This is an optimization exercise on Yosys and OpenROAD, whose aim is small area, a short achievable clock period and few clock cycles, not a production implementation. In this exercise RTL edits were held to simulation tests only and were not proved equivalent to the original. Power and IR drop assume default switching activity.

## flow/constraint.sdc

```tcl
create_clock -name core_clock -period 10.0 [get_ports {clk}]
set_input_delay 2.0000 -clock core_clock [delete_from_list [all_inputs] [get_ports {clk}]]
set_output_delay 2.0000 -clock core_clock [all_outputs]
set_load 0.01 [all_outputs]
```

## flow/flow/run.sh

```bash
#!/bin/bash
set -euo pipefail
export SETUP_SLACK_MARGIN=5.75
export BUFFER_PORTS_ARGS="-buffer_cell sky130_fd_sc_hd__buf_4"
res=orfs/results/sky130hd/data_mem_subsystem/base
bash standard.sh "$PWD/$res/3_3_place_gp.odb" > orfs_make_place.log 2>&1
openroad -no_init -exit flow/port_feed.tcl > port_feed.log 2>&1
bash standard.sh > orfs_make.log 2>&1
```

## flow/flow/port_feed.tcl

```tcl
# Feed each output port's buffer straight from the input port when it is
# driven through that input port's buffer.
set odb orfs/results/sky130hd/data_mem_subsystem/base/3_3_place_gp.odb
read_db $odb
set block [ord::get_db_block]
set n 0
foreach bterm [$block getBTerms] {
  if {[$bterm getIoType] ne "OUTPUT"} { continue }
  set onet [$bterm getNet]
  set obuf ""
  foreach it [$onet getITerms] {
    if {[$it isOutputSignal]} { set obuf [$it getInst] }
  }
  if {$obuf eq "" || ![string match output* [$obuf getName]]} { continue }
  set a [$obuf findITerm A]
  set mnet [$a getNet]
  set ibuf ""
  foreach it [$mnet getITerms] {
    if {[$it isOutputSignal]} { set ibuf [$it getInst] }
  }
  if {$ibuf eq "" || ![string match input* [$ibuf getName]]} { continue }
  set pnet [[$ibuf findITerm A] getNet]
  set isport 0
  foreach bt [$pnet getBTerms] {
    if {[$bt getIoType] eq "INPUT"} { set isport 1 }
  }
  if {!$isport} { continue }
  $a disconnect
  $a connect $pnet
  puts "fed [$obuf getName] ([$bterm getName]) from port net [$pnet getName]"
  incr n
}
puts "reconnected $n output buffers"
write_db $odb
```

## flow/config.mk

```make
export PLATFORM = sky130hd
export DESIGN_NAME = data_mem_subsystem
export DESIGN_NICKNAME = data_mem_subsystem
export VERILOG_FILES = /design/flow/design.v
export SDC_FILE = /design/flow/constraint.sdc
export NUM_CORES = 4
export LEC_CHECK = 0
export CAP_MARGIN = 20
export CORE_MARGIN = 2
export CORE_UTILIZATION = 65
export CTS_BUF_LIST = sky130_fd_sc_hd__clkbuf_8 sky130_fd_sc_hd__clkbuf_16
export CTS_CLUSTER_DIAMETER = 60
export CTS_CLUSTER_SIZE = 20
export SLEW_MARGIN = 20
export SYNTH_HIERARCHICAL = 1
export SYNTH_MEMORY_MAX_BITS = 8192
export SYNTH_MINIMUM_KEEP_SIZE = 0
```

## flow/design.v

```verilog
`timescale 1ns / 1ps
module dmc_nor2(input a, input b, output y);
assign y = ~(a | b);
endmodule
module dmc_aoi222(input a0, input b0, input a1, input b1, input a2, input b2, output y);
assign y = ~((a0 & b0) | (a1 & b1) | (a2 & b2));
endmodule
module dmc_dec3n(input [2:0] a, output [7:0] y_n);
assign y_n = ~(8'd1 << a);
endmodule
module dmc_nand4(input a, input b, input c, input d, output y);
assign y = ~(a & b & c & d);
endmodule
module dmc_nand2(input a, input b, output y);
assign y = ~(a & b);
endmodule
module dmc_nor3(input a, input b, input c, output y);
assign y = ~(a | b | c);
endmodule
module data_mem_subsystem(
    input flush,
    input clk,
    input wr_en,
    input [15:0] addr,
    input [7:0] rdata,
    output [7:0] wdata,
    output stall,
    output cache_hit,
    output [15:0] mem_addr,
    output mem_wr_en,
    output [7:0] mem_wdata,
    input [7:0] mem_rdata
    );
wire [6:0] tag   = addr[15:9];
wire [5:0] index = addr[8:3];
reg [6:0] tag_field [0:63];
reg [63:0] valid;
reg       second;      
reg       rd_q;        
reg       valid_q;     
reg [6:0] diff_q;      
assign stall     = ~second;
assign cache_hit = rd_q | (valid_q & ~|diff_q);
assign wdata     = mem_rdata;
assign mem_wr_en = wr_en;
assign mem_wdata = rdata;
assign mem_addr  = addr;
wire [7:0] lo_n, hi_n;
dmc_dec3n u_lo (.a(index[2:0]), .y_n(lo_n));
dmc_dec3n u_hi (.a(index[5:3]), .y_n(hi_n));
wire alloc = second & rd_q;                  
wire [7:0] lo_wn = ~(8'd1 << index[2:0]);
wire [7:0] hi_wn = ~((8'd1 << index[5:3]) & {8{alloc}});
wire [63:0] line;      
wire [63:0] line_we;   
genvar g, b, t;
generate
    for (g = 0; g < 64; g = g + 1) begin : g_dec
        dmc_nor2 u_sel (.a(hi_n[g/8]),  .b(lo_n[g%8]), .y(line[g]));
        dmc_nor2 u_we  (.a(hi_wn[g/8]), .b(lo_wn[g%8]), .y(line_we[g]));
    end
endgenerate
wire [7:0] ent [0:63];
wire [21:0] part_n [0:7];
wire [7:0] entry;
generate
    for (g = 0; g < 64; g = g + 1) begin : g_ent
        assign ent[g] = {valid[g], tag_field[g]};
    end
    for (b = 0; b < 8; b = b + 1) begin : g_bit
        for (t = 0; t < 21; t = t + 1) begin : g_term
            dmc_aoi222 u (.a0(line[3*t]),   .b0(ent[3*t][b]),
                          .a1(line[3*t+1]), .b1(ent[3*t+1][b]),
                          .a2(line[3*t+2]), .b2(ent[3*t+2][b]),
                          .y(part_n[b][t]));
        end
        dmc_nand2 u_last (.a(line[63]), .b(ent[63][b]), .y(part_n[b][21]));
        wire [5:0] grp;
        wire [1:0] grp_n;
        for (t = 0; t < 5; t = t + 1) begin : g_grp
            dmc_nand4 u (.a(part_n[b][4*t]), .b(part_n[b][4*t+1]),
                         .c(part_n[b][4*t+2]), .d(part_n[b][4*t+3]), .y(grp[t]));
        end
        dmc_nand2 u_g5 (.a(part_n[b][20]), .b(part_n[b][21]), .y(grp[5]));
        dmc_nor3 u_n0 (.a(grp[0]), .b(grp[1]), .c(grp[2]), .y(grp_n[0]));
        dmc_nor3 u_n1 (.a(grp[3]), .b(grp[4]), .c(grp[5]), .y(grp_n[1]));
        dmc_nand2 u_out (.a(grp_n[0]), .b(grp_n[1]), .y(entry[b]));
    end
endgenerate
integer i;
always @(posedge clk) begin
    second  <= ~second & ~flush;
    rd_q    <= ~wr_en;
    valid_q <= entry[7];
    diff_q  <= entry[6:0] ^ tag;
    for (i = 0; i < 64; i = i + 1) begin
        if (line_we[i])
            tag_field[i] <= tag;
        valid[i] <= ~flush & (valid[i] | line_we[i]);
    end
end
endmodule
```

## flow/standard.sh

```bash
#!/bin/bash
# synth_recipe.tcl (not shown) runs the flow's synth.tcl, then flattens the netlist and writes it again
# the make line also repeats each setting of config.mk as NAME=value (left out here)
make -C /OpenROAD-flow-scripts/flow DESIGN_CONFIG=/design/flow/config.mk WORK_HOME=/design/flow/orfs CLKGATE_MAP_FILE= SYNTH_SCRIPT=/design/flow/synth_recipe.tcl "${@:-finish}"
```

==> results.py, run 1 <==
metrics = {
    "detailed_routing": {
        "drt_wl_total_mm": 42.9,
        "drc": 0,
        "wl_per_cell_um": 27.5,
        "ant_nets": 0,
        "firstDrtPassIters": 6,
        "dr_total_vias": 10700,
        "first_iter_violations": 1909,
        "viasPerCell": 6.87,
    },
    "logic_synthesis": {
        "syn_nets": 1152,
        "synth_cell_types": 21,
        "synth_largest_area_cell": "edfxtp_1",
        "synth_top_area_share_pct": 71.9,
        "syn_avg_cell_area_um2": 16.8,
        "syn-cell-area_um2": 18700,
        "yosys_warnings": 9,
        "synthTopCellsByArea": "edfxtp_1 (72%), a222oi_1 (9.0%), dfxtp_1 (7.9%), nor2_1 (5.2%), buf_4 (1.5%)",
        "syn_inst": 1117,
        "synth-seq-cells": 522,
        "yosysSeqAreaShare_pct": 79.8,
    },
    "critical_path": {
        "r2r_end": "tag_field[35][2]",
        "cp_cell_sequence": "buf_4",
        "reg2regPathDepth": 3,
        "worst_setup_path_start_kind": "input pin",
        "crit_arrival_ns": 2.13,
        "crit_family": "buffers and inverters",
        "cp_max_fo": 2,
        "cp-end-kind": "output pin",
        "worstSetupPathType": "input pin to output pin",
        "path_buf_inv": 1,
        "r2r_start": "second",
        "critPathMaxStageDelay_ns": 0.12,
        "cpMaxStageDelayCell": "buf_4",
        "rrSetupSlack_ns": 8.00,
        "cp_data_required_time_ns": 8.00,
    },
    "clock_tree": {
        "ctsRootBufferMaster": "clkbuf_16",
        "post_cts_buffers": 0,
        "hold_buffers": 0,
        "cts_tree": "built",
        "cts_made_buffers": 37,
        "clkTransAtPathRegs_ns": 0.07,
        "ctsResizeCount": 0,
        "cts-htree-levels": 2,
        "cts_sinks": 522,
        "clk_latency_ns": 0.53,
        "clockBufferDepth": 3,
    },
    "layout": {
        "post-route-util_pct": 71.2,
        "antennaDiodeCount": 0,
        "drive_above_1_share_pct": 9.20,
        "finalInstanceArea_um2": 20300,
        "area_growth_pct": 8.68,
        "nets": 1184,
        "fin_cells": 1558,
    },
    "die": {
        "ios": 70,
        "die_y_um": 174,
        "initial_core_util_pct": 65.5,
        "row_count": 62,
        "core_area_um2": 28500,
        "die_area_um2": 30200,
        "dieWidth_um": 174,
    },
    "sta": {
        "relSlewSlack_pct": 38.7,
        "setup_tns_ns": 0,
        "min_period_ns": 4.13,
        "setup_viol": 0,
        "hold_violations": 0,
        "holdWs_ns": 0.451,
        "worstMarginPinSlew_ns": 0.916,
        "rsz0062_at_grt": "no",
        "setup_slack_ns": 5.87,
        "slew_violations": 0,
        "max_clock_freq_mhz": 242,
        "fin_skew_ns": 0.0170,
        "period_share_pct": 41.3,
    },
    "global_routing": {
        "grt_pass1_vias": 9936,
        "grt_max_degree": 66,
        "grt-ovfl-total": 0,
        "grt_pass1_wl_mm": 63.2,
        "antenna_found_initial": 3,
        "track_usage_pct": 28.5,
    },
    "pwr": {
        "power_density_nw_per_um2": 196,
        "p_leak_nw": 6.35,
        "worst_ir_drop_vdd_uv": 155,
        "power.total_mw": 3.98,
    },
    "placement": {
        "portBuffers": 31,
        "finalWeightedCongestion": 0.833,
        "dp_hpwl_mm": 27.6,
        "placed_area_um2": 19100,
        "place_ws_ns": 5.43,
        "dp.cells": 1494,
    },
    "min_path": {
        "min_from": "second",
        "min_to": "second",
        "hold_path.class": "register to register",
        "holdPathStages": 1,
    },
    "run": {
        "maxCapViolCount": 0,
    },
    "outcome": {
        "status": "no timing/DRC/antenna violations",
    },
}
flip-flops by register name (all words and copies together) (netlist names):
signal,cells
tag_field,448
valid,64
diff_q,7
rd_q,1
second,1
valid_q,1
cells in the final DEF (no fill, tap or decap), drive strengths merged, types with 2 or more instances in the layout:
cell type,Yosys,layout
clkbuf,0,38
bufinv,0,3
inv,2,11
clkinvlp,0,6
edfxtp,448,448
nand2,31,31
nand3b,9,9
nor3,16,16
clkinv,0,8
nor2b,2,2
dfxtp,74,74
a222oi,168,168
nor2,259,259
nand4,40,40
xor2,7,7
or3,3,3
nand3,5,5
or3b,8,8
buf,40,33
Yosys stat by module (local to each module, per instance):
module / cells inside / area, um2 / flip-flops and latches
data_mem_subsystem: 725 / 15900 / 522
dmc_aoi222: 1 / 10.0 / 0
dmc_dec3n: 8 / 60.1 / 0
dmc_nand2: 1 / 3.75 / 0
dmc_nand4: 1 / 6.26 / 0
dmc_nor2: 1 / 3.75 / 0
dmc_nor3: 1 / 10.0 / 0
final cells by class:
cell class,instances,area (um2)
fill,1895,8210
tap,384,480
inverter,2,7.51
clock buffer,38,951
clock inverter,26,240
sequential,522,14900
timing repair buffer,33,248
multi-input combinational,553,3470
logic make-up (layout without fill, tap and decap cells):
| family | count (synthesis) | in the layout | synth area share (%) |
|---|---|---|---|
| and+or+nand+nor | 377 | 377 | 9.21 |
| AOI/OAI and AO/OA | 169 | 169 | 9.03 |
| buffers and inverters | 42 | 99 | 1.62 |
| xor gates and xnor gates | 7 | 7 | 0.328 |
| DFF | 522 | 522 | 79.8 |
metal layers:
layer  vias up  GRT usage [%]  wire (um)
li1       4683              -          -
met5         -              0         27
met1      5356           42.4      17300
met2       586           44.9      20300
met3        80           4.87       4270
met4         4           7.42        989
how the worst max path moves through the flow:
stage	startpoint	end	slack (ns)	cells after the start
after floorplan	addr[0]	mem_addr[0]	5.88	1
after global placement	addr[13]	mem_addr[13]	5.23	2
after detailed placement	addr[4]	diff_q[3]	5.43	8
after CTS	addr[9]	mem_addr[9]	5.87	1
after global routing	addr[4]	diff_q[1]	5.78	8
final	addr[12]	mem_addr[12]	5.87	1
Yosys cell counts:
library cell    n
nor4b_1         1
edfxtp_1      448
a21o_1          1
and3b_1         1
nor4_1          1
nand3_1         5
nor3_2         16
nor2_1        259
buf_4          38
or3_1           3
dfxtp_1        74
nand2_1        31
buf_2           2
inv_1           2
xor2_1          7
nor2b_1         2
or3b_1          8
nand4_1        40
and3_1          1
nand3b_1        9
a222oi_1      168
report_power, final:
| group | leakage [nW] | internal [mW] | switching [mW] |
|---|---|---|---|
| clock | 0.588 | 0.783 | 0.711 |
| sequential | 4.63 | 2.37 | 0.00379 |
| combinational | 1.13 | 0.0286 | 0.0890 |
| total | 6.35 | 3.18 | 0.804 |
worst reg2reg max path, cell delays in order, from the launching register on:
cell and delay (ns):
dfxtp_1 0.36, and3b_1 0.27, nand2_1 0.23, nor2_1 0.76
Testbench counts, summed over its fixed seeds: cycles 64,000.
==> run 2: changes to the inputs <==
--- a/flow/flow/run.sh
+++ b/flow/flow/run.sh
@@ -1,5 +1,5 @@
 #!/bin/bash
 set -euo pipefail
-export SETUP_SLACK_MARGIN=5.75
+export SETUP_SLACK_MARGIN=5.9
 export BUFFER_PORTS_ARGS="-buffer_cell sky130_fd_sc_hd__buf_4"
 res=orfs/results/sky130hd/data_mem_subsystem/base
--- a/flow/config.mk
+++ b/flow/config.mk
@@ -9,7 +9,7 @@
 export CORE_MARGIN = 2
 export CORE_UTILIZATION = 65
-export CTS_BUF_LIST = sky130_fd_sc_hd__clkbuf_8 sky130_fd_sc_hd__clkbuf_16
-export CTS_CLUSTER_DIAMETER = 60
-export CTS_CLUSTER_SIZE = 20
+export CTS_BUF_LIST = sky130_fd_sc_hd__clkbuf_8
+export CTS_CLUSTER_DIAMETER = 50
+export CTS_CLUSTER_SIZE = 16
 export SLEW_MARGIN = 20
 export SYNTH_HIERARCHICAL = 1
==> results.py, run 2 <==
metrics = {
    "sta": {
        "relSlewSlack_pct": 37.0,
        "min_period_ns": 4.11,
        "slew_violations": 0,
        "setup_tns_ns": 0,
        "setup_slack_ns": 5.89,
        "period_share_pct": 41.1,
        "setup_viol": 0,
        "fin_skew_ns": 0.0199,
        "hold_violations": 0,
        "worstMarginPinSlew_ns": 0.941,
        "rsz0062_at_grt": "yes",
        "max_clock_freq_mhz": 243,
    },
    "layout": {
        "reg.largest.list": "tag_field (448), valid (64), diff_q (7)",
        "fin_cells": 1570,
        "regMostFlops": "tag_field",
        "most-common-layout-cells": "edfxtp_1 (448), nor2_1 (259), a222oi_1 (168), dfxtp_1 (74), clkbuf_8 (46)",
        "final_common_cell": "edfxtp_1",
        "nets": 1188,
        "largest_reg_flops": 448,
        "drive_above_1_share_pct": 9.11,
        "antennaDiodeCount": 0,
        "fillers": 1954,
        "area_growth_pct": 7.25,
    },
    "logic_synthesis": {
        "synthTopCellsByArea": "edfxtp_1 (72%), a222oi_1 (9.0%), dfxtp_1 (7.9%), nor2_1 (5.2%), buf_4 (1.5%)",
        "synth_top_area_share_pct": 71.9,
        "syn_avg_cell_area_um2": 16.8,
        "synth_largest_area_cell": "edfxtp_1",
        "synthMuxAreaShare_pct": 0,
        "synth_fa_ha_area_share_pct": 0,
        "synth_edf_count": 448,
        "yosys_warnings": 9,
        "syn-cell-area_um2": 18700,
        "synth_common_cells": "edfxtp_1 (448), nor2_1 (259), a222oi_1 (168)",
        "syn_nets": 1152,
        "yosysSeqAreaShare_pct": 79.8,
        "synth_top_family_by_area": "simple AND/OR/NAND/NOR gates",
        "synth_compound_area_share_pct": 9.03,
        "synth-seq-cells": 522,
        "synth.most_common_cell": "edfxtp_1",
        "synth_xor_area_share_pct": 0.328,
        "synthFlopType": "edfxtp_1",
        "async_flop_share_pct": 0,
        "yosys.area_share.simple_pct": 9.21,
        "synth_cell_types": 21,
        "syn_inst": 1117,
    },
    "placement": {
        "portBuffers": 31,
        "dp.cells": 1492,
        "finalWeightedCongestion": 0.894,
        "place_ws_ns": 5.46,
        "dp_hpwl_mm": 27.4,
    },
    "die": {
        "initial_core_util_pct": 65.5,
        "die_area_um2": 30200,
        "ios": 70,
        "row_count": 62,
        "core_area_um2": 28500,
        "die_y_um": 174,
        "dieWidth_um": 174,
    },
    "min_path": {
        "hold_path.class": "register to register",
    },
    "pwr": {
        "worst_ir_drop_vdd_uv": 163,
        "power.total_mw": 3.69,
        "combPwrFrac_pct": 3.2,
        "power_density_nw_per_um2": 184,
        "power_switching_mw": 0.775,
        "seq_power_share_pct": 64.2,
        "p_int_mw": 2.92,
        "clkPwrFrac_pct": 32.6,
        "p_leak_nw": 6.28,
        "switching_share_pct": 21.0,
    },
    "clock_tree": {
        "cts_made_buffers": 43,
        "cts_tree": "built",
        "clockBufferDepth": 3,
        "ctsRootBufferMaster": "clkbuf_8",
        "clk_latency_ns": 0.58,
        "cts_sinks": 522,
        "clkTransAtPathRegs_ns": 0.08,
        "cts-htree-levels": 2,
    },
    "critical_path": {
        "cp_cell_sequence": "buf_8",
        "worstSetupPathType": "input pin to output pin",
        "crit_family": "buffers and inverters",
        "cp-end-kind": "output pin",
        "crit_arrival_ns": 2.11,
        "critPathMaxStageDelay_ns": 0.11,
        "cp_data_required_time_ns": 8.00,
        "cpMaxStageDelayCell": "buf_8",
        "path_buf_inv": 1,
        "cp_max_fo": 2,
        "worst_setup_path_start_kind": "input pin",
    },
    "detailed_routing": {
        "viasPerCell": 6.82,
        "ant_nets": 0,
        "dr_total_vias": 10700,
        "firstDrtPassIters": 8,
        "wl_per_cell_um": 27.2,
        "drc": 0,
        "drt_wl_total_mm": 42.7,
        "first_iter_violations": 1777,
    },
    "run": {
        "maxCapViolCount": 0,
    },
    "global_routing": {
        "grt_pass1_wl_mm": 63.7,
        "track_usage_pct": 28.5,
        "grt_pass1_vias": 10400,
        "grt_max_degree": 66,
        "grt-ovfl-total": 0,
        "antenna_found_initial": 0,
    },
    "outcome": {
        "status": "no timing/DRC/antenna violations",
    },
}
## run 2: cell types whose count changed in the layout (fill, tap and decap cells not counted), sizes merged
| cell | change |
|---|---|
| clkinvlp | -5 |
| clkinv | -2 |
| inv | +13 |
| clkbuf | +8 |
| buf | -2 |
## run 2: power groups by stage
stage,sequential (mW),combinational (mW),clock (mW)
finish,2.37,0.118,1.20
global route,2.37,0.127,1.30
CTS,2.37,0.117,1.22
detailed placement,2.42,0.115,0
global placement,2.42,0.113,0
floorplan,2.42,0.0641,0
## run 2: worst register-to-register path, stage by stage (launching register included)
cell and delay (ns):
dfxtp_1 0.37, and3b_1 0.27, nand3_1 0.30, nor2_1 0.75
## run 2: final cells by class
class	instances	area, um2	area share [%]
clock buffer	46	633	3.16
clock inverter	32	249	1.24
multi-input combinational	553	3470	17.3
timing repair buffer	31	289	1.44
sequential	522	14900	74.4
inverter	2	7.51	0.0374
tap	384	480	2.39
## run 2: timing repair
action	in CTS	in global routing
setup endpoints to repair	14	8
gates cloned	0	0
hold buffers	0	0
pin swaps	0	1
buffers inserted	0	0
gates resized for setup	14	1
## run 2: cell families after synthesis
logic type / count (synthesis)
compound gates: 169
buf+inv: 42
xor+xnor: 7
flops: 522
simple gates: 377
## run 2: stage by stage
stage / instance area, um2 / hold WS [ns] / utilization [%]
floorplan: 18800 / 0.417 / -
global placement: 19100 / 0.429 / 67.0
detailed placement: 19100 / 0.440 / 67.0
CTS: 20100 / 0.463 / 70.3
global route: 20100 / 0.490 / 70.3
finish: 20100 / 0.458 / 70.3
## run 2: worst paths after layout
path	slack, ns	endpoint	cells after the start	startpoint
setup / recovery	5.89	mem_addr[7]	1	addr[7]
hold reg to reg	0.46	second	1	second
setup reg to reg	7.92	tag_field[46][6]	3	second
hold / removal	0.46	second	1	second
## run 2: per-layer routing
metal / global-route usage, % / vias to the layer above / part of all wire (%)
met5: 0 / - / 0
met4: 11.0 / 0 / 3.8
met3: 5.09 / 98 / 9.8
met2: 44.4 / 597 / 47
met1: 41.1 / 5329 / 40
li1: - / 4684 / -
## run 2: modules after synthesis (local to each module, per instance)
module / cells / times used / area, um2 / flip-flops and latches
dmc_nor2: 1 / 128 / 3.75 / 0
dmc_aoi222: 1 / 168 / 10.0 / 0
dmc_nor3: 1 / 16 / 10.0 / 0
dmc_nand2: 1 / 24 / 3.75 / 0
dmc_dec3n: 8 / 2 / 60.1 / 0
dmc_nand4: 1 / 40 / 6.26 / 0
data_mem_subsystem: 725 / 1 / 15900 / 522
==> run 3: changes to the inputs <==
--- a/flow/flow/run.sh
+++ b/flow/flow/run.sh
@@ -2,5 +2,7 @@
 set -euo pipefail
 export SETUP_SLACK_MARGIN=5.9
+export RECOVER_POWER=100
 export BUFFER_PORTS_ARGS="-buffer_cell sky130_fd_sc_hd__buf_4"
+export CTS_ARGS="-sink_clustering_enable -repair_clock_nets -sink_clustering_size 16 -sink_clustering_max_diameter 50 -buf_list sky130_fd_sc_hd__clkbuf_8 -dont_use_dummy_load"
 res=orfs/results/sky130hd/data_mem_subsystem/base
 bash standard.sh "$PWD/$res/3_3_place_gp.odb" > orfs_make_place.log 2>&1
==> results.py, run 3 <==
metrics = {
    "critical_path": {
        "rrSetupSlack_ns": 7.92,
        "r2r_start": "tag_field[57][6]",
        "r2r_end": "diff_q[6]",
        "cp_max_fo": 65,
        "cp-end-kind": "register",
        "worst_setup_path_start_kind": "input pin",
        "cp_cell_sequence": "clkbuf_1 -> nor2_1",
        "crit_arrival_ns": 4.72,
        "critPathMaxStageDelay_ns": 2.49,
        "reg2regPathDepth": 5,
        "worstSetupPathType": "input pin to register",
        "worst-path-stages": 2,
        "path_buf_inv": 1,
        "cp_data_required_time_ns": 10.30,
        "cpMaxStageDelayCell": "clkbuf_1",
        "crit_family": "buffers and inverters",
    },
    "logic_synthesis": {
        "synth_top_area_share_pct": 71.9,
        "syn_nets": 1152,
        "syn_inst": 1117,
        "synth_common_cells": "edfxtp_1 (448), nor2_1 (259), a222oi_1 (168)",
        "synthTopCellsByArea": "edfxtp_1 (72%), a222oi_1 (9.0%), dfxtp_1 (7.9%), nor2_1 (5.2%), buf_4 (1.5%)",
        "synth_cell_types": 21,
        "yosysSeqAreaShare_pct": 79.8,
        "yosys_warnings": 9,
        "synth.most_common_cell": "edfxtp_1",
        "async_flop_share_pct": 0,
        "synth-seq-cells": 522,
        "synth_largest_area_cell": "edfxtp_1",
        "synthFlopType": "edfxtp_1",
        "synth_edf_count": 448,
        "syn_avg_cell_area_um2": 16.8,
        "syn-cell-area_um2": 18700,
    },
    "global_routing": {
        "grt_max_degree": 66,
        "grt_util_met2_pct": 44.3,
        "grt_pass1_wl_mm": 63.6,
        "grt_pass1_vias": 10400,
        "grt-ovfl-total": 0,
        "use_met3_pct": 5.35,
        "track_usage_pct": 28.4,
        "antenna_found_initial": 1,
        "use_met1_pct": 40.8,
        "busiest_layer": "met2",
    },
    "placement": {
        "dp_hpwl_mm": 27.4,
        "finalWeightedCongestion": 0.894,
        "portBuffers": 31,
    },
    "run": {
        "maxCapViolCount": 8,
    },
    "pwr": {
        "worst_ir_drop_vdd_uv": 157,
        "power_density_nw_per_um2": 178,
        "p_leak_nw": 5.96,
    },
    "sta": {
        "period_share_pct": 44.2,
        "setup_tns_ns": 0,
        "setup_viol": 0,
        "max_clock_freq_mhz": 226,
        "slew_violations": 528,
        "rsz0062_at_grt": "yes",
        "hold_violations": 0,
        "fin_skew_ns": 0.0507,
        "worstMarginPinSlew_ns": 3.61,
        "min_period_ns": 4.42,
        "relSlewSlack_pct": -140,
        "holdWs_ns": 0.456,
    },
    "detailed_routing": {
        "drc": 0,
        "first_iter_violations": 1862,
        "drt_wl_total_mm": 42.6,
        "wl_per_cell_um": 27.7,
        "ant_nets": 0,
        "firstDrtPassIters": 6,
        "dr_total_vias": 10600,
        "viasPerCell": 6.91,
    },
    "layout": {
        "antennaDiodeCount": 0,
        "drive_above_1_share_pct": 5.04,
        "regMostFlops": "tag_field",
        "reg.largest.list": "tag_field (448), valid (64), diff_q (7)",
        "post-route-util_pct": 68.6,
        "multi_input_area_um2": 3440,
        "regArea_um2": 14900,
        "largest_reg_flops": 448,
        "fillers": 2017,
        "nets": 1188,
        "most-common-layout-cells": "edfxtp_1 (448), nor2_1 (259), a222oi_1 (168), dfxtp_1 (74), clkbuf_8 (43)",
        "final_common_cell": "edfxtp_1",
        "area_growth_pct": 4.69,
    },
    "min_path": {
        "holdPathStages": 1,
        "min_to": "second",
        "min_from": "second",
        "hold_path.class": "register to register",
    },
    "clock_tree": {
        "cts-htree-levels": 2,
        "post_cts_buffers": 0,
        "cts_tree": "built",
        "hold_buffers": 0,
        "clkTransAtPathRegs_ns": 0.09,
        "clockBufferDepth": 3,
        "cts_made_buffers": 43,
        "ctsRootBufferMaster": "clkbuf_8",
        "cts_sinks": 522,
        "clk_latency_ns": 0.58,
    },
    "die": {
        "initial_core_util_pct": 65.5,
        "core_area_um2": 28500,
        "die_y_um": 174,
        "die_area_um2": 30200,
        "dieWidth_um": 174,
        "row_count": 62,
        "ios": 70,
    },
    "outcome": {
        "checkFailReasons": "max-capacitance violations, max-slew violations",
        "status": "complete, but fails checks",
    },
}
[run 3: cell count changes in the layout (fill, tap and decap cells not counted), sizes merged]
| cell | delta |
|---|---|
| inv | -22 |
| bufinv | -3 |
| clkinvlp | -1 |
| clkinv | -6 |
| clkbuf | +23 |
| buf | -26 |
[run 3: worst max path at each step]
stage             start           end  slack, ns
3_5_place_dp    addr[5]     diff_q[1]       5.46
2_1_floorplan   addr[0]   mem_addr[0]       5.90
3_3_place_gp   addr[10]  mem_addr[10]       5.21
4_1_cts         addr[7]   mem_addr[7]       5.89
5_1_grt           flush      valid[0]       5.35
6_report          flush     valid[25]       5.58
[run 3: what timing repair did]
item,CTS,global route
setup endpoints to repair,14,8
pin swaps,0,1
gates resized for setup,14,2
[run 3: layout make-up]
cell class,instances,share of cell area [%]
flip-flops and latches,522,76.2
multi-input cells,553,17.5
clock buffers,43,3.02
well taps,384,2.45
repair buffers,31,0.709
inverters,2,0.0383
[run 3: cells by family after synthesis]
logic type,after synthesis,synth area share [%]
simple gates,377,9.21
xor+xnor,7,0.328
compound gates,169,9.03
buf+inv,42,1.62
flops,522,79.8
[run 3: modules after synthesis, one instance, submodules excluded]
module,times used,flip-flops and latches,cell area [um2]
data_mem_subsystem,1,522,15900
dmc_dec3n,2,0,60.1
dmc_aoi222,168,0,10.0
dmc_nor3,16,0,10.0
dmc_nand4,40,0,6.26
dmc_nand2,24,0,3.75
dmc_nor2,128,0,3.75
[run 3: report_power, final]
group          internal [mW]  total (mW)  switching (mW)
logic                 0.0229       0.111          0.0881
clock network          0.385       0.997           0.611
registers               2.37        2.38         0.00340
[run 3: metrics by stage]
stage               std cells  worst slack, ns  area, um2  power (mW)
floorplan                1117             5.90      18800        2.49
global placement         1492             5.21      19100        2.54
detailed placement       1492             5.46      19100        2.54
CTS                      1535             5.89      19800        3.50
global route             1535             5.35      19600        3.59
finish                   1535             5.58      19600        3.48
[run 3: layer usage]
| metal | vias to the layer above | share of wire, % | wire, um |
|---|---|---|---|
| li1 | 4653 | - | - |
| met1 | 5293 | 40 | 17100 |
| met2 | 562 | 47 | 19900 |
| met3 | 97 | 9.2 | 3910 |
| met4 | 4 | 3.8 | 1620 |
| met5 | - | 0.063 | 27 |
==> run 4: changes to the inputs <==
--- a/flow/flow/run.sh
+++ b/flow/flow/run.sh
@@ -2,5 +2,4 @@
 set -euo pipefail
 export SETUP_SLACK_MARGIN=5.9
-export RECOVER_POWER=100
 export BUFFER_PORTS_ARGS="-buffer_cell sky130_fd_sc_hd__buf_4"
 export CTS_ARGS="-sink_clustering_enable -repair_clock_nets -sink_clustering_size 16 -sink_clustering_max_diameter 50 -buf_list sky130_fd_sc_hd__clkbuf_8 -dont_use_dummy_load"
==> results.py, run 4 <==
metrics = {
    "critical_path": {
        "cp_data_required_time_ns": 8.00,
        "path_buf_inv": 1,
        "cp_cell_sequence": "buf_8",
        "crit_arrival_ns": 2.11,
        "cp_max_fo": 2,
        "crit_family": "buffers and inverters",
        "cp-end-kind": "output pin",
        "worst_setup_path_start_kind": "input pin",
        "cpMaxStageDelayCell": "buf_8",
        "worstSetupPathType": "input pin to output pin",
        "critPathMaxStageDelay_ns": 0.11,
    },
    "clock_tree": {
        "post_cts_buffers": 0,
        "hold_buffers": 0,
        "cts_made_buffers": 43,
        "clockBufferDepth": 3,
        "ctsRootBufferMaster": "clkbuf_8",
        "cts-htree-levels": 2,
        "cts_sinks": 522,
        "clk_latency_ns": 0.59,
        "cts_tree": "built",
        "clkTransAtPathRegs_ns": 0.06,
    },
    "sta": {
        "hold_violations": 0,
        "setup_viol": 0,
        "relSlewSlack_pct": 37.7,
        "min_period_ns": 4.11,
        "holdWs_ns": 0.456,
        "worstMarginPinSlew_ns": 0.931,
        "rsz0062_at_grt": "yes",
        "fin_skew_ns": 0.0534,
        "setup_tns_ns": 0,
        "period_share_pct": 41.1,
        "slew_violations": 0,
        "max_clock_freq_mhz": 243,
    },
    "pwr": {
        "p_int_mw": 2.78,
        "seq_power_share_pct": 68.0,
        "switching_share_pct": 20.1,
        "clkPwrFrac_pct": 28.6,
        "worst_ir_drop_vdd_uv": 157,
        "power_density_nw_per_um2": 176,
        "p_leak_nw": 6.08,
        "combPwrFrac_pct": 3.4,
        "power_switching_mw": 0.703,
    },
    "logic_synthesis": {
        "synth_cell_types": 21,
        "synth_edf_count": 448,
        "syn_inst": 1117,
        "syn_nets": 1152,
        "synthFlopType": "edfxtp_1",
        "synthTopCellsByArea": "edfxtp_1 (72%), a222oi_1 (9.0%), dfxtp_1 (7.9%), nor2_1 (5.2%), buf_4 (1.5%)",
        "yosysSeqAreaShare_pct": 79.8,
        "syn_avg_cell_area_um2": 16.8,
        "async_flop_share_pct": 0,
        "yosys_warnings": 9,
        "syn-cell-area_um2": 18700,
        "synth_common_cells": "edfxtp_1 (448), nor2_1 (259), a222oi_1 (168)",
        "synth_top_area_share_pct": 71.9,
        "synth-seq-cells": 522,
        "synth_largest_area_cell": "edfxtp_1",
        "synth.most_common_cell": "edfxtp_1",
    },
    "global_routing": {
        "grt_pass1_wl_mm": 63.6,
        "grt_pass1_vias": 10400,
        "antenna_found_initial": 0,
        "grt_max_degree": 66,
        "track_usage_pct": 28.4,
        "grt-ovfl-total": 0,
    },
    "placement": {
        "portBuffers": 31,
        "finalWeightedCongestion": 0.894,
        "dp_hpwl_mm": 27.4,
    },
    "layout": {
        "drive_above_1_share_pct": 7.91,
        "largest_reg_flops": 448,
        "nets": 1188,
        "regMostFlops": "tag_field",
        "final_common_cell": "edfxtp_1",
        "area_growth_pct": 5.71,
        "reg.largest.list": "tag_field (448), valid (64), diff_q (7)",
        "antennaDiodeCount": 0,
        "most-common-layout-cells": "edfxtp_1 (448), nor2_1 (259), a222oi_1 (168), dfxtp_1 (74), clkbuf_8 (43)",
    },
    "detailed_routing": {
        "drt_wl_total_mm": 42.6,
        "dr_total_vias": 10600,
        "first_iter_violations": 1707,
        "viasPerCell": 6.93,
        "ant_nets": 0,
        "firstDrtPassIters": 8,
        "drc": 0,
        "wl_per_cell_um": 27.8,
    },
    "outcome": {
        "status": "no timing/DRC/antenna violations",
    },
    "min_path": {
        "hold_path.class": "register to register",
    },
    "run": {
        "maxCapViolCount": 0,
    },
    "die": {
        "core_area_um2": 28500,
        "dieWidth_um": 174,
        "die_area_um2": 30200,
        "die_y_um": 174,
        "row_count": 62,
        "ios": 70,
        "initial_core_util_pct": 65.5,
    },
}
-- run 4: cell counts after synthesis --
No cell type changed its count.
-- run 4: per-stage QoR --
| step | cells | power [mW] | area, um2 | worst slack (ns) | utilization (%) |
|---|---|---|---|---|---|
| after floorplan | 1117 | 2.49 | 18800 | 5.90 | - |
| after global placement | 1492 | 2.54 | 19100 | 5.21 | 67.0 |
| after detailed placement | 1492 | 2.54 | 19100 | 5.46 | 67.0 |
| after CTS | 1535 | 3.50 | 19800 | 5.89 | 69.3 |
| after global routing | 1535 | 3.59 | 19800 | 5.89 | 69.3 |
| final | 1535 | 3.49 | 19800 | 5.89 | 69.3 |
-- run 4: area by class of cell --
cell class / instances / area (um2)
flip-flops and latches: 522 / 14900
fillers: 1981 / 8770
clock buffers: 43 / 592
repair buffers: 31 / 289
multi-input cells: 553 / 3480
well taps: 384 / 480
inverters: 2 / 7.51
-- run 4: final timing paths --
kind	startpoint	endpoint	slack (ns)	cells past startpoint
max	addr[7]	mem_addr[7]	5.89	1
max reg2reg	second	tag_field[45][6]	7.91	3
min	second	second	0.46	1
min reg2reg	second	second	0.46	1
-- run 4: metal layers --
layer	wire, um	track usage [%]
met1	16800	40.8
met2	19900	44.3
met3	4200	5.35
met4	1670	11.1
met5	0	0
-- run 4: kinds of logic after synthesis --
family	share of synthesized area, %
flops	79.8
buf+inv	1.62
simple gates	9.21
compound gates	9.03
xor+xnor	0.328
-- run 4: per-module statistics from Yosys (local to each module, per instance) --
| module | flip-flops and latches | copies in the design |
|---|---|---|
| data_mem_subsystem | 522 | 1 |
| dmc_aoi222 | 0 | 168 |
| dmc_dec3n | 0 | 2 |
| dmc_nand2 | 0 | 24 |
| dmc_nand4 | 0 | 40 |
| dmc_nor2 | 0 | 128 |
| dmc_nor3 | 0 | 16 |
-- run 4: worst reg2reg max path, cell delays in order, from the launching register on --
cell and delay (ns):
dfxtp_1 0.37, and3b_1 0.27, nand3_1 0.29, nor2_1 0.80
-- run 4: power by group through the flow --
stage	clock (mW)	sequential, mW	combinational [mW]
floorplan	0	2.42	0.0641
global route	1.09	2.37	0.127
detailed placement	0	2.42	0.115
finish	0.996	2.37	0.119
global placement	0	2.42	0.113
CTS	1.01	2.37	0.117
-- run 4: repair_timing --
action | 4_1_cts | 5_1_grt
pin swaps | 0 | 1
endpoints found under the setup margin | 14 | 8
cloned | 0 | 0
gates resized for setup | 14 | 2
hold endpoints to repair | 0 | 0
==> run 5: changes to the inputs <==
==> flow/flow/run.sh (replaced) <==
#!/bin/bash
set -euo pipefail
export SETUP_SLACK_MARGIN=5.9
export BUFFER_PORTS_ARGS="-buffer_cell sky130_fd_sc_hd__buf_4"
export CTS_ARGS="-sink_clustering_enable -repair_clock_nets -sink_clustering_size 20 -sink_clustering_max_diameter 60 -buf_list sky130_fd_sc_hd__clkbuf_8 -dont_use_dummy_load"
res=orfs/results/sky130hd/data_mem_subsystem/base
bash standard.sh "$PWD/$res/3_3_place_gp.odb" > orfs_make_place.log 2>&1
openroad -no_init -exit flow/port_feed.tcl > port_feed.log 2>&1
bash standard.sh > orfs_make.log 2>&1
==> results.py, run 5 <==
metrics = {
    "outcome": {
        "status": "no timing/DRC/antenna violations",
    },
    "placement": {
        "dp.cells": 1492,
        "finalWeightedCongestion": 0.894,
        "portBuffers": 31,
        "dp_hpwl_mm": 27.4,
    },
    "logic_synthesis": {
        "synth_top_area_share_pct": 71.9,
        "synthMuxAreaShare_pct": 0,
        "synth_compound_area_share_pct": 9.03,
        "yosys.area_share.simple_pct": 9.21,
        "synth.most_common_cell": "edfxtp_1",
        "synth_fa_ha_area_share_pct": 0,
        "synth_cell_types": 21,
        "yosys_warnings": 9,
        "synth_xor_area_share_pct": 0.328,
        "syn_inst": 1117,
        "synthTopCellsByArea": "edfxtp_1 (72%), a222oi_1 (9.0%), dfxtp_1 (7.9%), nor2_1 (5.2%), buf_4 (1.5%)",
        "synth_edf_count": 448,
        "synth-seq-cells": 522,
        "synthFlopType": "edfxtp_1",
        "synth_common_cells": "edfxtp_1 (448), nor2_1 (259), a222oi_1 (168)",
        "synth_largest_area_cell": "edfxtp_1",
        "syn_avg_cell_area_um2": 16.8,
        "syn-cell-area_um2": 18700,
        "async_flop_share_pct": 0,
        "syn_nets": 1152,
        "yosysSeqAreaShare_pct": 79.8,
        "synth_top_family_by_area": "simple AND/OR/NAND/NOR gates",
    },
    "clock_tree": {
        "post_cts_buffers": 0,
        "ctsRootBufferMaster": "clkbuf_8",
        "cts_made_buffers": 37,
        "cts_tree": "built",
        "clockBufferDepth": 3,
        "cts_sinks": 522,
        "clk_latency_ns": 0.56,
        "clkTransAtPathRegs_ns": 0.10,
        "cts-htree-levels": 2,
        "hold_buffers": 0,
    },
    "critical_path": {
        "r2r_start": "second",
        "critPathMaxStageDelay_ns": 0.11,
        "worstSetupPathType": "input pin to output pin",
        "r2r_end": "tag_field[45][2]",
        "crit_arrival_ns": 2.11,
        "cp_max_fo": 2,
        "worst_setup_path_start_kind": "input pin",
        "cp_data_required_time_ns": 8.00,
        "worst-path-stages": 1,
        "rrSetupSlack_ns": 7.87,
        "cp_cell_sequence": "buf_8",
        "cpMaxStageDelayCell": "buf_8",
        "crit_family": "buffers and inverters",
        "path_buf_inv": 1,
        "reg2regPathDepth": 3,
        "cp-end-kind": "output pin",
    },
    "sta": {
        "max_clock_freq_mhz": 243,
        "fin_skew_ns": 0.0307,
        "worstMarginPinSlew_ns": 0.915,
        "relSlewSlack_pct": 38.8,
        "rsz0062_at_grt": "yes",
        "period_share_pct": 41.1,
        "setup_tns_ns": 0,
        "slew_violations": 0,
        "hold_violations": 0,
        "setup_viol": 0,
        "min_period_ns": 4.11,
    },
    "pwr": {
        "power_density_nw_per_um2": 174,
        "p_leak_nw": 6.04,
        "worst_ir_drop_vdd_uv": 135,
    },
    "die": {
        "dieWidth_um": 174,
        "die_y_um": 174,
        "row_count": 62,
        "die_area_um2": 30200,
        "core_area_um2": 28500,
        "initial_core_util_pct": 65.5,
        "ios": 70,
    },
    "detailed_routing": {
        "drt_wl_total_mm": 42.6,
        "first_iter_violations": 1869,
        "dr_total_vias": 10700,
        "wl_per_cell_um": 27.9,
        "ant_nets": 0,
        "drc": 0,
        "firstDrtPassIters": 6,
        "viasPerCell": 6.98,
    },
    "min_path": {
        "holdPathStages": 1,
        "hold_path.class": "register to register",
        "min_to": "second",
        "min_from": "second",
    },
    "layout": {
        "multi_input_area_um2": 3480,
        "fin_cells": 1529,
        "antennaDiodeCount": 0,
        "area_growth_pct": 5.27,
        "reg.largest.list": "tag_field (448), valid (64), diff_q (7)",
        "nets": 1182,
        "regArea_um2": 14900,
        "regMostFlops": "tag_field",
        "drive_above_1_share_pct": 7.42,
        "most-common-layout-cells": "edfxtp_1 (448), nor2_1 (259), a222oi_1 (168), dfxtp_1 (74), nand4_1 (40)",
        "fillers": 1992,
        "final_common_cell": "edfxtp_1",
        "largest_reg_flops": 448,
    },
    "global_routing": {
        "grt_max_degree": 66,
        "antenna_found_initial": 0,
        "grt_pass1_wl_mm": 63.6,
        "grt-ovfl-total": 0,
        "track_usage_pct": 28.5,
        "grt_pass1_vias": 10400,
    },
    "run": {
        "maxCapViolCount": 0,
    },
}
-- run 5: cell counts after synthesis --
No cell type changed its count.
-- run 5: how the worst max path moves through the flow --
| stage | start | endpoint | slack [ns] |
|---|---|---|---|
| 6_report | addr[7] | mem_addr[7] | 5.89 |
| 5_1_grt | addr[7] | mem_addr[7] | 5.89 |
| 4_1_cts | addr[7] | mem_addr[7] | 5.89 |
| 3_5_place_dp | addr[5] | diff_q[1] | 5.46 |
| 3_3_place_gp | addr[10] | mem_addr[10] | 5.21 |
| 2_1_floorplan | addr[0] | mem_addr[0] | 5.90 |
-- run 5: what timing repair did --
action	4_1_cts	5_1_grt
gates cloned	0	0
pin swaps	0	1
resized for setup	14	2
endpoints found under the setup margin	14	8
-- run 5: area by class of cell --
type                            count  area share, %
Tap cell                          384           2.44
Timing Repair Buffer               31           1.47
Inverter                            2         0.0381
Sequential cell                   522           75.8
Clock buffer                       37           2.59
Multi-Input combinational cell    553           17.6
-- run 5: per-layer routing --
metal  wire length [um]  global-route usage [%]
met1              17100                    41.3
met4               1460                    10.0
met5                  0                       0
met3               4180                    5.04
met2              19900                    44.5
-- run 5: modules after synthesis, one instance, submodules excluded --
module | flip-flops and latches | copies in the design | cells
data_mem_subsystem | 522 | 1 | 725
dmc_dec3n | 0 | 2 | 8
dmc_aoi222 | 0 | 168 | 1
dmc_nor3 | 0 | 16 | 1
dmc_nand4 | 0 | 40 | 1
dmc_nand2 | 0 | 24 | 1
dmc_nor2 | 0 | 128 | 1
-- run 5: logic make-up after synthesis --
kind of cell | count (synthesis)
and+or+nand+nor | 377
AOI/OAI and AO/OA | 169
buffers and inverters | 42
DFF | 522
xor gates and xnor gates | 7
-- run 5: power by group --
group          total, mW  switching [mW]  internal, mW
Sequential          2.37         0.00349          2.37
Clock              0.927           0.592         0.335
Combinational      0.119          0.0890        0.0302
-- run 5: per-stage QoR --
step	hold slack, ns	worst slack, ns	area, um2	utilization (%)	power, mW
floorplan	0.417	5.90	18800	-	2.49
detailed placement	0.440	5.46	19100	67.0	2.54
global placement	0.429	5.21	19100	67.0	2.54
finish	0.465	5.89	19700	69.0	3.42
global route	0.490	5.89	19700	69.0	3.52
CTS	0.466	5.89	19700	69.0	3.44
-- run 5: worst reg2reg max path: cells and delay by family, from the launching register on --
family           cells  cell delay, ns
AND/OR/NAND/NOR      3            1.36
flip-flops           1            0.38
==> run 6: changes to the inputs <==
==> flow/flow/run.sh (replaced) <==
#!/bin/bash
set -euo pipefail
export SETUP_SLACK_MARGIN=5.9
export BUFFER_PORTS_ARGS="-buffer_cell sky130_fd_sc_hd__buf_4"
export CTS_ARGS="-sink_clustering_enable -repair_clock_nets -sink_clustering_size 8 -sink_clustering_max_diameter 30 -buf_list {sky130_fd_sc_hd__clkbuf_2 sky130_fd_sc_hd__clkbuf_4} -dont_use_dummy_load"
res=orfs/results/sky130hd/data_mem_subsystem/base
bash standard.sh "$PWD/$res/3_3_place_gp.odb" > orfs_make_place.log 2>&1
openroad -no_init -exit flow/port_feed.tcl > port_feed.log 2>&1
bash standard.sh > orfs_make.log 2>&1
==> results.py, run 6 <==
metrics = {
    "logic_synthesis": {
        "synth_largest_area_cell": "edfxtp_1",
        "async_flop_share_pct": 0,
        "synthTopCellsByArea": "edfxtp_1 (72%), a222oi_1 (9.0%), dfxtp_1 (7.9%), nor2_1 (5.2%), buf_4 (1.5%)",
        "synth_top_family_by_area": "simple AND/OR/NAND/NOR gates",
        "synthFlopType": "edfxtp_1",
        "syn_nets": 1152,
        "synth.most_common_cell": "edfxtp_1",
        "yosys.area_share.simple_pct": 9.21,
        "synth_fa_ha_area_share_pct": 0,
        "syn_inst": 1117,
        "synth_edf_count": 448,
        "synth_top_area_share_pct": 71.9,
        "synth_common_cells": "edfxtp_1 (448), nor2_1 (259), a222oi_1 (168)",
        "syn-cell-area_um2": 18700,
        "synth_xor_area_share_pct": 0.328,
        "synth_cell_types": 21,
        "synth-seq-cells": 522,
        "syn_avg_cell_area_um2": 16.8,
        "synthMuxAreaShare_pct": 0,
        "synth_compound_area_share_pct": 9.03,
        "yosys_warnings": 9,
        "yosysSeqAreaShare_pct": 79.8,
    },
    "detailed_routing": {
        "dr_wl_met2_mm": 20.2,
        "wl_met3_mm": 4.11,
        "drt_wl_total_mm": 43.1,
        "firstDrtPassIters": 7,
        "drc": 0,
        "dr_total_vias": 10900,
        "wl_per_cell_um": 27.1,
        "top_layer_used": "met4",
        "m1WireLength_mm": 17.3,
        "ant_nets": 0,
        "viasPerCell": 6.84,
        "first_iter_violations": 1863,
    },
    "layout": {
        "reg.largest.list": "tag_field (448), valid (64), diff_q (7)",
        "drive_above_1_share_pct": 11.8,
        "largest_reg_flops": 448,
        "post-route-util_pct": 69.7,
        "area_growth_pct": 6.36,
        "finalInstanceArea_um2": 19900,
        "most-common-layout-cells": "edfxtp_1 (448), nor2_1 (259), a222oi_1 (168), clkbuf_4 (95), dfxtp_1 (74)",
        "fin_cells": 1588,
        "nets": 1240,
        "regMostFlops": "tag_field",
        "final_common_cell": "edfxtp_1",
        "fillers": 1991,
    },
    "placement": {
        "portBuffers": 31,
        "dp.cells": 1492,
        "placed_area_um2": 19100,
        "place_ws_ns": 5.46,
        "finalWeightedCongestion": 0.894,
        "dp_hpwl_mm": 27.4,
    },
    "sta": {
        "max_clock_freq_mhz": 243,
        "setup_tns_ns": 0,
        "period_share_pct": 41.1,
        "setup_slack_ns": 5.89,
        "holdWs_ns": 0.457,
        "setup_viol": 0,
        "slew_violations": 0,
        "rsz0062_at_grt": "yes",
        "relSlewSlack_pct": 36.7,
        "worstMarginPinSlew_ns": 0.947,
        "min_period_ns": 4.11,
        "hold_violations": 0,
        "fin_skew_ns": 0.0808,
    },
    "die": {
        "die_area_um2": 30200,
        "ios": 70,
        "die_y_um": 174,
        "initial_core_util_pct": 65.5,
        "core_area_um2": 28500,
        "dieWidth_um": 174,
        "row_count": 62,
    },
    "critical_path": {
        "crit_arrival_ns": 2.11,
        "cp_max_fo": 2,
        "path_buf_inv": 1,
        "worstSetupPathType": "input pin to output pin",
        "cp-end-kind": "output pin",
        "cpMaxStageDelayCell": "buf_8",
        "worst_setup_path_start_kind": "input pin",
        "crit_family": "buffers and inverters",
        "cp_cell_sequence": "buf_8",
        "critPathMaxStageDelay_ns": 0.11,
        "cp_data_required_time_ns": 8.00,
    },
    "clock_tree": {
        "ctsRootBufferMaster": "clkbuf_4",
        "clockBufferDepth": 3,
        "post_cts_buffers": 0,
        "cts_tree": "built",
        "clkTransAtPathRegs_ns": 0.06,
        "cts_made_buffers": 95,
        "clk_latency_ns": 0.72,
        "cts_sinks": 522,
        "cts-htree-levels": 3,
    },
    "global_routing": {
        "grt_pass1_wl_mm": 64.6,
        "grt_max_degree": 66,
        "grt_pass1_vias": 10800,
        "grt-ovfl-total": 0,
        "antenna_found_initial": 1,
        "track_usage_pct": 29.0,
    },
    "run": {
        "maxCapViolCount": 0,
    },
    "pwr": {
        "power_density_nw_per_um2": 180,
        "worst_ir_drop_vdd_uv": 121,
        "power.total_mw": 3.57,
        "p_leak_nw": 6.21,
    },
    "min_path": {
        "hold_path.class": "register to register",
    },
    "outcome": {
        "status": "no timing/DRC/antenna violations",
    },
}
-- run 6: timing repair --
item                                   4_1_cts  5_1_grt
endpoints found under the hold margin        0        0
gates resized for setup                     14        1
hold buffers                                 0        0
setup endpoints to repair                   14        6
-- run 6: final timing paths --
check	slack, ns	to	cells after the start	start
worst min register to register	0.46	second	1	second
worst min-delay path	0.46	second	1	second
worst max-delay path	5.89	mem_addr[7]	1	addr[7]
worst max register to register	7.87	tag_field[45][3]	3	second
-- run 6: kinds of logic after synthesis --
logic type,Yosys count
AO/OA/AOI/OAI,169
XOR/XNOR,7
buffers and inverters,42
flip-flops,522
AND/OR/NAND/NOR,377
-- run 6: power by group --
part / internal (mW) / leakage [nW] / total (mW) / switching [mW]
clock: 0.433 / 0.437 / 1.08 / 0.649
combinational: 0.0301 / 1.14 / 0.118 / 0.0884
sequential: 2.37 / 4.63 / 2.37 / 0.00359
-- run 6: per-module statistics from Yosys (local to each module, per instance) --
module / cells / cell area (um2)
data_mem_subsystem: 725 / 15900
dmc_aoi222: 1 / 10.0
dmc_dec3n: 8 / 60.1
dmc_nand2: 1 / 3.75
dmc_nand4: 1 / 6.26
dmc_nor2: 1 / 3.75
dmc_nor3: 1 / 10.0
-- run 6: layer usage --
metal  vias to the layer above  GRT usage (%)
li1                       4786              -
met1                      5387           40.9
met2                       602           44.5
met3                        92           6.51
met4                         0           12.5
met5                         -              0
-- run 6: cell type report --
class | instances | area, um2 | share of cell area [%]
multi-input cells | 553 | 3470 | 17.5
diodes | 1 | 2.50 | 0.0126
inverters | 2 | 7.51 | 0.0377
well taps | 384 | 480 | 2.41
clock buffers | 95 | 713 | 3.58
repair buffers | 31 | 289 | 1.45
flip-flops and latches | 522 | 14900 | 75.0
==> run 7: changes to the inputs <==
==> flow/flow/run.sh (replaced) <==
#!/bin/bash
set -euo pipefail
export SETUP_SLACK_MARGIN=5.9
export BUFFER_PORTS_ARGS="-buffer_cell sky130_fd_sc_hd__buf_4"
export CTS_ARGS="-sink_clustering_enable -repair_clock_nets -sink_clustering_size 10 -sink_clustering_max_diameter 40 -buf_list sky130_fd_sc_hd__clkbuf_4 -dont_use_dummy_load"
res=orfs/results/sky130hd/data_mem_subsystem/base
bash standard.sh "$PWD/$res/3_3_place_gp.odb" > orfs_make_place.log 2>&1
openroad -no_init -exit flow/port_feed.tcl > port_feed.log 2>&1
bash standard.sh > orfs_make.log 2>&1
--- a/flow/config.mk
+++ b/flow/config.mk
@@ -8,5 +8,5 @@
 export CAP_MARGIN = 20
 export CORE_MARGIN = 2
-export CORE_UTILIZATION = 65
+export CORE_UTILIZATION = 55
 export CTS_BUF_LIST = sky130_fd_sc_hd__clkbuf_8
 export CTS_CLUSTER_DIAMETER = 50
==> results.py, run 7 <==
metrics = {
    "sta": {
        "holdWs_ns": 0.469,
        "period_share_pct": 41.1,
        "min_period_ns": 4.11,
        "worstMarginPinSlew_ns": 0.988,
        "max_clock_freq_mhz": 243,
        "hold_violations": 0,
        "fin_skew_ns": 0.0751,
        "slew_violations": 0,
        "setup_tns_ns": 0,
        "setup_viol": 0,
        "relSlewSlack_pct": 33.9,
        "rsz0062_at_grt": "yes",
    },
    "die": {
        "die_area_um2": 35500,
        "initial_core_util_pct": 55.8,
        "die_y_um": 188,
        "dieWidth_um": 188,
        "row_count": 67,
        "ios": 70,
        "core_area_um2": 33500,
    },
    "logic_synthesis": {
        "synthTopCellsByArea": "edfxtp_1 (72%), a222oi_1 (9.0%), dfxtp_1 (7.9%), nor2_1 (5.2%), buf_4 (1.5%)",
        "synthFlopType": "edfxtp_1",
        "synth_top_area_share_pct": 71.9,
        "yosys_warnings": 9,
        "synth.most_common_cell": "edfxtp_1",
        "syn-cell-area_um2": 18700,
        "synth_largest_area_cell": "edfxtp_1",
        "synth-seq-cells": 522,
        "yosysSeqAreaShare_pct": 79.8,
        "syn_avg_cell_area_um2": 16.8,
        "synth_edf_count": 448,
        "syn_inst": 1117,
        "synth_common_cells": "edfxtp_1 (448), nor2_1 (259), a222oi_1 (168)",
        "syn_nets": 1152,
        "async_flop_share_pct": 0,
        "synth_cell_types": 21,
    },
    "clock_tree": {
        "clk_latency_ns": 0.75,
        "cts_tree": "built",
        "post_cts_buffers": 0,
        "clkTransAtPathRegs_ns": 0.06,
        "cts_sinks": 522,
        "hold_buffers": 0,
        "cts_made_buffers": 69,
        "ctsRootBufferMaster": "clkbuf_4",
        "cts-htree-levels": 3,
        "clockBufferDepth": 3,
    },
    "global_routing": {
        "grt-ovfl-total": 0,
        "grt_max_degree": 66,
        "grt_pass1_wl_mm": 66.6,
        "grt_pass1_vias": 10600,
        "antenna_found_initial": 3,
        "track_usage_pct": 25.7,
    },
    "layout": {
        "nets": 1215,
        "reg.largest.list": "tag_field (448), valid (64), diff_q (7)",
        "fillers": 2599,
        "final_common_cell": "edfxtp_1",
        "regMostFlops": "tag_field",
        "area_growth_pct": 5.86,
        "most-common-layout-cells": "edfxtp_1 (448), nor2_1 (259), a222oi_1 (168), dfxtp_1 (74), clkbuf_4 (69)",
        "drive_above_1_share_pct": 9.93,
        "fin_cells": 1628,
        "largest_reg_flops": 448,
    },
    "critical_path": {
        "worst_setup_path_start_kind": "input pin",
        "critPathMaxStageDelay_ns": 0.11,
        "cp_cell_sequence": "buf_8",
        "path_buf_inv": 1,
        "r2r_end": "tag_field[23][3]",
        "cp_data_required_time_ns": 8.00,
        "rrSetupSlack_ns": 7.77,
        "cp-end-kind": "output pin",
        "worstSetupPathType": "input pin to output pin",
        "crit_arrival_ns": 2.11,
        "cp_max_fo": 2,
        "reg2regPathDepth": 3,
        "startpoint": "addr[7]",
        "worst-path-stages": 1,
        "r2r_start": "second",
        "crit_family": "buffers and inverters",
        "cpMaxStageDelayCell": "buf_8",
        "crit_end": "mem_addr[7]",
    },
    "placement": {
        "dp.cells": 1557,
        "portBuffers": 31,
        "dp_hpwl_mm": 27.9,
        "finalWeightedCongestion": 0.856,
    },
    "detailed_routing": {
        "first_iter_violations": 1560,
        "drc": 0,
        "dr_total_vias": 10700,
        "firstDrtPassIters": 6,
        "viasPerCell": 6.60,
        "ant_nets": 0,
        "drt_wl_total_mm": 44.8,
        "wl_per_cell_um": 27.5,
    },
    "pwr": {
        "power_density_nw_per_um2": 174,
        "p_leak_nw": 6.10,
        "worst_ir_drop_vdd_uv": 108,
    },
    "min_path": {
        "min_from": "valid[45]",
        "hold_path.class": "register to register",
    },
    "run": {
        "maxCapViolCount": 0,
    },
    "outcome": {
        "status": "no timing/DRC/antenna violations",
    },
}
## run 7: changes by cell type in the layout (fill, tap and decap cells not counted)
cell and change:
buf_6 -3, buf_8 +3, clkbuf_4 -26, buf_4 +1, diode_2 +1
## run 7: routing by layer
metal  GRT usage [%]  part of all wire, %  wire, um
met2            40.1                   48     21300
met1            35.9                   41     18500
met4            8.44                  2.2       972
met5               0                0.042        19
met3            6.28                  8.8      3960
## run 7: cell type report
| cell class | count | area, um2 | area share [%] |
|---|---|---|---|
| timing repair buffer | 32 | 308 | 1.55 |
| clock buffer | 69 | 518 | 2.62 |
| sequential | 522 | 14900 | 75.4 |
| inverter | 2 | 7.51 | 0.0379 |
| tap | 448 | 561 | 2.83 |
| multi-input combinational | 553 | 3470 | 17.5 |
| antenna | 2 | 5.00 | 0.0253 |
## run 7: kinds of logic after synthesis
kind of cell	share of synthesized area (%)
xor+xnor	0.328
simple gates	9.21
compound gates	9.03
flops	79.8
buf+inv	1.62
## run 7: how the worst min path moves through the flow
stage | to | cells past startpoint | slack (ns)
after floorplan | second | 1 | 0.42
after global placement | valid[37] | 2 | 0.45
after detailed placement | valid[42] | 2 | 0.45
after CTS | valid[41] | 2 | 0.47
after global routing | valid[28] | 2 | 0.48
final | valid[45] | 2 | 0.47
## run 7: per-module statistics from Yosys (local to each module, per instance)
module	cells inside	cell area, um2	times used	flops+latches
dmc_nand4	1	6.26	40	0
dmc_nor3	1	10.0	16	0
dmc_aoi222	1	10.0	168	0
dmc_dec3n	8	60.1	2	0
dmc_nor2	1	3.75	128	0
data_mem_subsystem	725	15900	1	522
dmc_nand2	1	3.75	24	0
## run 7: repair_timing
| action | in CTS | in global routing |
|---|---|---|
| gates resized for setup | 17 | 1 |
| endpoints found under the setup margin | 14 | 10 |
| hold endpoints to repair | 0 | 0 |
## run 7: report_power, final
| part | switching, mW | internal (mW) | leakage (nW) | total [mW] |
|---|---|---|---|---|
| Combinational | 0.0885 | 0.0308 | 1.15 | 0.119 |
| Clock | 0.639 | 0.319 | 0.317 | 0.958 |
| Sequential | 0.00389 | 2.37 | 4.63 | 2.37 |
## run 7: through the flow
step | power (mW) | setup WS, ns | util (%) | area, um2
6_report | 3.45 | 5.89 | 59.1 | 19800
5_1_grt | 3.57 | 5.88 | 59.1 | 19800
4_1_cts | 3.48 | 5.89 | 59.0 | 19800
3_5_place_dp | 2.54 | 5.48 | 57.3 | 19200
3_3_place_gp | 2.54 | 5.22 | 57.3 | 19200
2_1_floorplan | 2.49 | 5.90 | - | 18800
==> run 8: changes to the inputs <==
--- a/flow/config.mk
+++ b/flow/config.mk
@@ -8,5 +8,5 @@
 export CAP_MARGIN = 20
 export CORE_MARGIN = 2
-export CORE_UTILIZATION = 55
+export CORE_UTILIZATION = 72
 export CTS_BUF_LIST = sky130_fd_sc_hd__clkbuf_8
 export CTS_CLUSTER_DIAMETER = 50
==> results.py, run 8 <==
metrics = {
    "detailed_routing": {
        "m1WireLength_mm": 16.3,
        "wl_per_cell_um": 28.7,
        "viasPerCell": 7.34,
        "wl_met3_mm": 5.02,
        "ant_nets": 0,
        "first_iter_violations": 2302,
        "dr_wl_met2_mm": 20.5,
        "dr_total_vias": 11100,
        "top_layer_used": "met4",
        "drt_wl_total_mm": 43.2,
        "firstDrtPassIters": 7,
        "drc": 0,
    },
    "logic_synthesis": {
        "syn_avg_cell_area_um2": 16.8,
        "async_flop_share_pct": 0,
        "synth_edf_count": 448,
        "synth_largest_area_cell": "edfxtp_1",
        "synth.most_common_cell": "edfxtp_1",
        "syn-cell-area_um2": 18700,
        "syn_nets": 1152,
        "synthFlopType": "edfxtp_1",
        "synthTopCellsByArea": "edfxtp_1 (72%), a222oi_1 (9.0%), dfxtp_1 (7.9%), nor2_1 (5.2%), buf_4 (1.5%)",
        "yosys_warnings": 9,
        "yosysSeqAreaShare_pct": 79.8,
        "synth_common_cells": "edfxtp_1 (448), nor2_1 (259), a222oi_1 (168)",
        "synth_cell_types": 21,
        "synth-seq-cells": 522,
        "synth_top_area_share_pct": 71.9,
        "syn_inst": 1117,
    },
    "die": {
        "die_y_um": 165,
        "dieWidth_um": 165,
        "row_count": 59,
        "core_area_um2": 25800,
        "die_area_um2": 27300,
        "initial_core_util_pct": 72.6,
        "ios": 70,
    },
    "layout": {
        "fillers": 1545,
        "regMostFlops": "tag_field",
        "largest_reg_flops": 448,
        "final_common_cell": "edfxtp_1",
        "drive_above_1_share_pct": 9.24,
        "nets": 1206,
        "post-route-util_pct": 76.1,
        "reg.largest.list": "tag_field (448), valid (64), diff_q (7)",
        "most-common-layout-cells": "edfxtp_1 (448), nor2_1 (259), a222oi_1 (168), dfxtp_1 (74), clkbuf_4 (60)",
        "area_growth_pct": 4.72,
        "finalInstanceArea_um2": 19600,
    },
    "pwr": {
        "power_density_nw_per_um2": 172,
        "p_int_mw": 2.67,
        "worst_ir_drop_vdd_uv": 134,
        "switching_share_pct": 20.7,
        "combPwrFrac_pct": 3.6,
        "power_switching_mw": 0.699,
        "p_leak_nw": 6.05,
        "clkPwrFrac_pct": 26.1,
        "power.total_mw": 3.37,
        "seq_power_share_pct": 70.3,
    },
    "global_routing": {
        "antenna_found_initial": 2,
        "grt_pass1_vias": 10300,
        "grt_pass1_wl_mm": 62.5,
        "grt_max_degree": 66,
        "grt-ovfl-total": 0,
        "track_usage_pct": 31.9,
    },
    "clock_tree": {
        "cts_made_buffers": 60,
        "clkTransAtPathRegs_ns": 0.08,
        "post_cts_buffers": 0,
        "clockBufferDepth": 3,
        "cts-htree-levels": 2,
        "cts_sinks": 522,
        "hold_buffers": 0,
        "clk_latency_ns": 0.72,
        "ctsRootBufferMaster": "clkbuf_4",
        "cts_tree": "built",
    },
    "sta": {
        "setup_tns_ns": 0,
        "max_clock_freq_mhz": 243,
        "slew_violations": 0,
        "hold_violations": 0,
        "relSlewSlack_pct": 40.3,
        "rsz0062_at_grt": "yes",
        "period_share_pct": 41.1,
        "min_period_ns": 4.11,
        "worstMarginPinSlew_ns": 0.893,
        "fin_skew_ns": 0.0509,
        "setup_viol": 0,
    },
    "critical_path": {
        "worstSetupPathType": "input pin to output pin",
        "crit_arrival_ns": 2.11,
        "cp_max_fo": 2,
        "cp-end-kind": "output pin",
        "crit_family": "buffers and inverters",
        "cp_cell_sequence": "buf_8",
        "cp_data_required_time_ns": 8.00,
        "path_buf_inv": 1,
        "worst_setup_path_start_kind": "input pin",
        "cpMaxStageDelayCell": "buf_8",
        "critPathMaxStageDelay_ns": 0.11,
    },
    "outcome": {
        "status": "no timing/DRC/antenna violations",
    },
    "min_path": {
        "hold_path.class": "register to register",
    },
    "placement": {
        "dp_hpwl_mm": 27.6,
        "finalWeightedCongestion": 0.877,
        "placed_area_um2": 19100,
        "portBuffers": 31,
    },
    "run": {
        "maxCapViolCount": 0,
    },
}
[run 8: through the flow]
stage	instances	hold WS, ns	worst slack [ns]
after global placement	1444	0.429	5.23
final	1506	0.468	5.89
after CTS	1504	0.463	5.89
after detailed placement	1444	0.444	5.44
after floorplan	1117	0.417	5.90
after global routing	1505	0.479	5.89
[run 8: logic make-up after synthesis]
kind of cell	synth area share (%)
AOI/OAI and AO/OA	9.03
xor gates and xnor gates	0.328
buffers and inverters	1.62
DFF	79.8
and+or+nand+nor	9.21
[run 8: per-module statistics from Yosys (local to each module, per instance)]
module / flip-flops and latches / cells inside / times used / area (um2)
dmc_dec3n: 0 / 8 / 2 / 60.1
dmc_nand2: 0 / 1 / 24 / 3.75
data_mem_subsystem: 522 / 725 / 1 / 15900
dmc_nor2: 0 / 1 / 128 / 3.75
dmc_nand4: 0 / 1 / 40 / 6.26
dmc_nor3: 0 / 1 / 16 / 10.0
dmc_aoi222: 0 / 1 / 168 / 10.0
[run 8: power groups by stage]
stage	combinational [mW]	sequential [mW]	clock [mW]
final	0.121	2.37	0.880
after floorplan	0.0641	2.42	0
after CTS	0.118	2.37	0.892
after detailed placement	0.116	2.42	0
after global placement	0.113	2.42	0
after global routing	0.127	2.37	0.969
[run 8: final cells by class]
| class | count | area (um2) | area share (%) |
|---|---|---|---|
| sequential | 522 | 14900 | 76.2 |
| multi-input combinational | 553 | 3470 | 17.7 |
| clock buffer | 60 | 450 | 2.30 |
| tap | 335 | 419 | 2.14 |
| timing repair buffer | 32 | 304 | 1.55 |
| inverter | 2 | 7.51 | 0.0383 |
| antenna | 2 | 5.00 | 0.0255 |
[run 8: path summary, 6_finish.rpt]
path	startpoint	end	slack, ns	cells past startpoint
max	addr[6]	mem_addr[6]	5.89	1
min	second	second	0.47	1
max reg2reg	rd_q	tag_field[45][3]	7.98	3
min reg2reg	second	second	0.47	1
[run 8: repair_timing]
item	CTS	global route
endpoints found under the setup margin	14	8
pin swaps	0	0
resized for setup	16	1
[run 8: layer usage]
layer	up-vias	track usage, %
li1	4723	-
met1	5410	46.2
met2	809	50.2
met3	110	5.87
met4	0	10.4
met5	-	0

-- what the ideal ports hide --
No port has a modelled driver above. Below, the same layouts with a new extraction and two added sets of constraints. Step 1 assumes that a clkbuf_16 drives the clock port and a buf_2 every other input. Step 2, shift: input delay + t, output delay - t, t = (earliest + latest rising clock arrival at the registers) / 2. This alone moves slack from input paths to output paths. a / b / c = ideal / step 1 / step 2; a / b = the first two.
run | t (ns) | slack for setup (ns) | worst register clock-pin slew, ns | worst data-port slew with drivers (ns)
run 1 | 0.570 | 5.870 / 5.652 / 5.316 | 0.08 / 0.08 | 0.24
run 2 | 0.619 | 5.888 / 5.698 / 5.363 | 0.10 / 0.10 | 0.22
run 3 | 0.605 | 5.581 / 5.573 / 4.969 | 0.10 / 0.10 | 0.19
run 4 | 0.607 | 5.890 / 5.695 / 5.371 | 0.10 / 0.10 | 0.22
run 5 | 0.585 | 5.887 / 5.701 / 5.356 | 0.11 / 0.11 | 0.22
run 6 | 0.744 | 5.887 / 5.687 / 5.372 | 0.09 / 0.09 | 0.23
run 7 | 0.760 | 5.888 / 5.678 / 5.331 | 0.11 / 0.11 | 0.25
run 8 | 0.752 | 5.890 / 5.759 / 5.248 | 0.12 / 0.12 | 0.15
The setup slack of run 8, which loses most, moves by -0.131 ns with the drivers and by -0.642 ns with both steps.
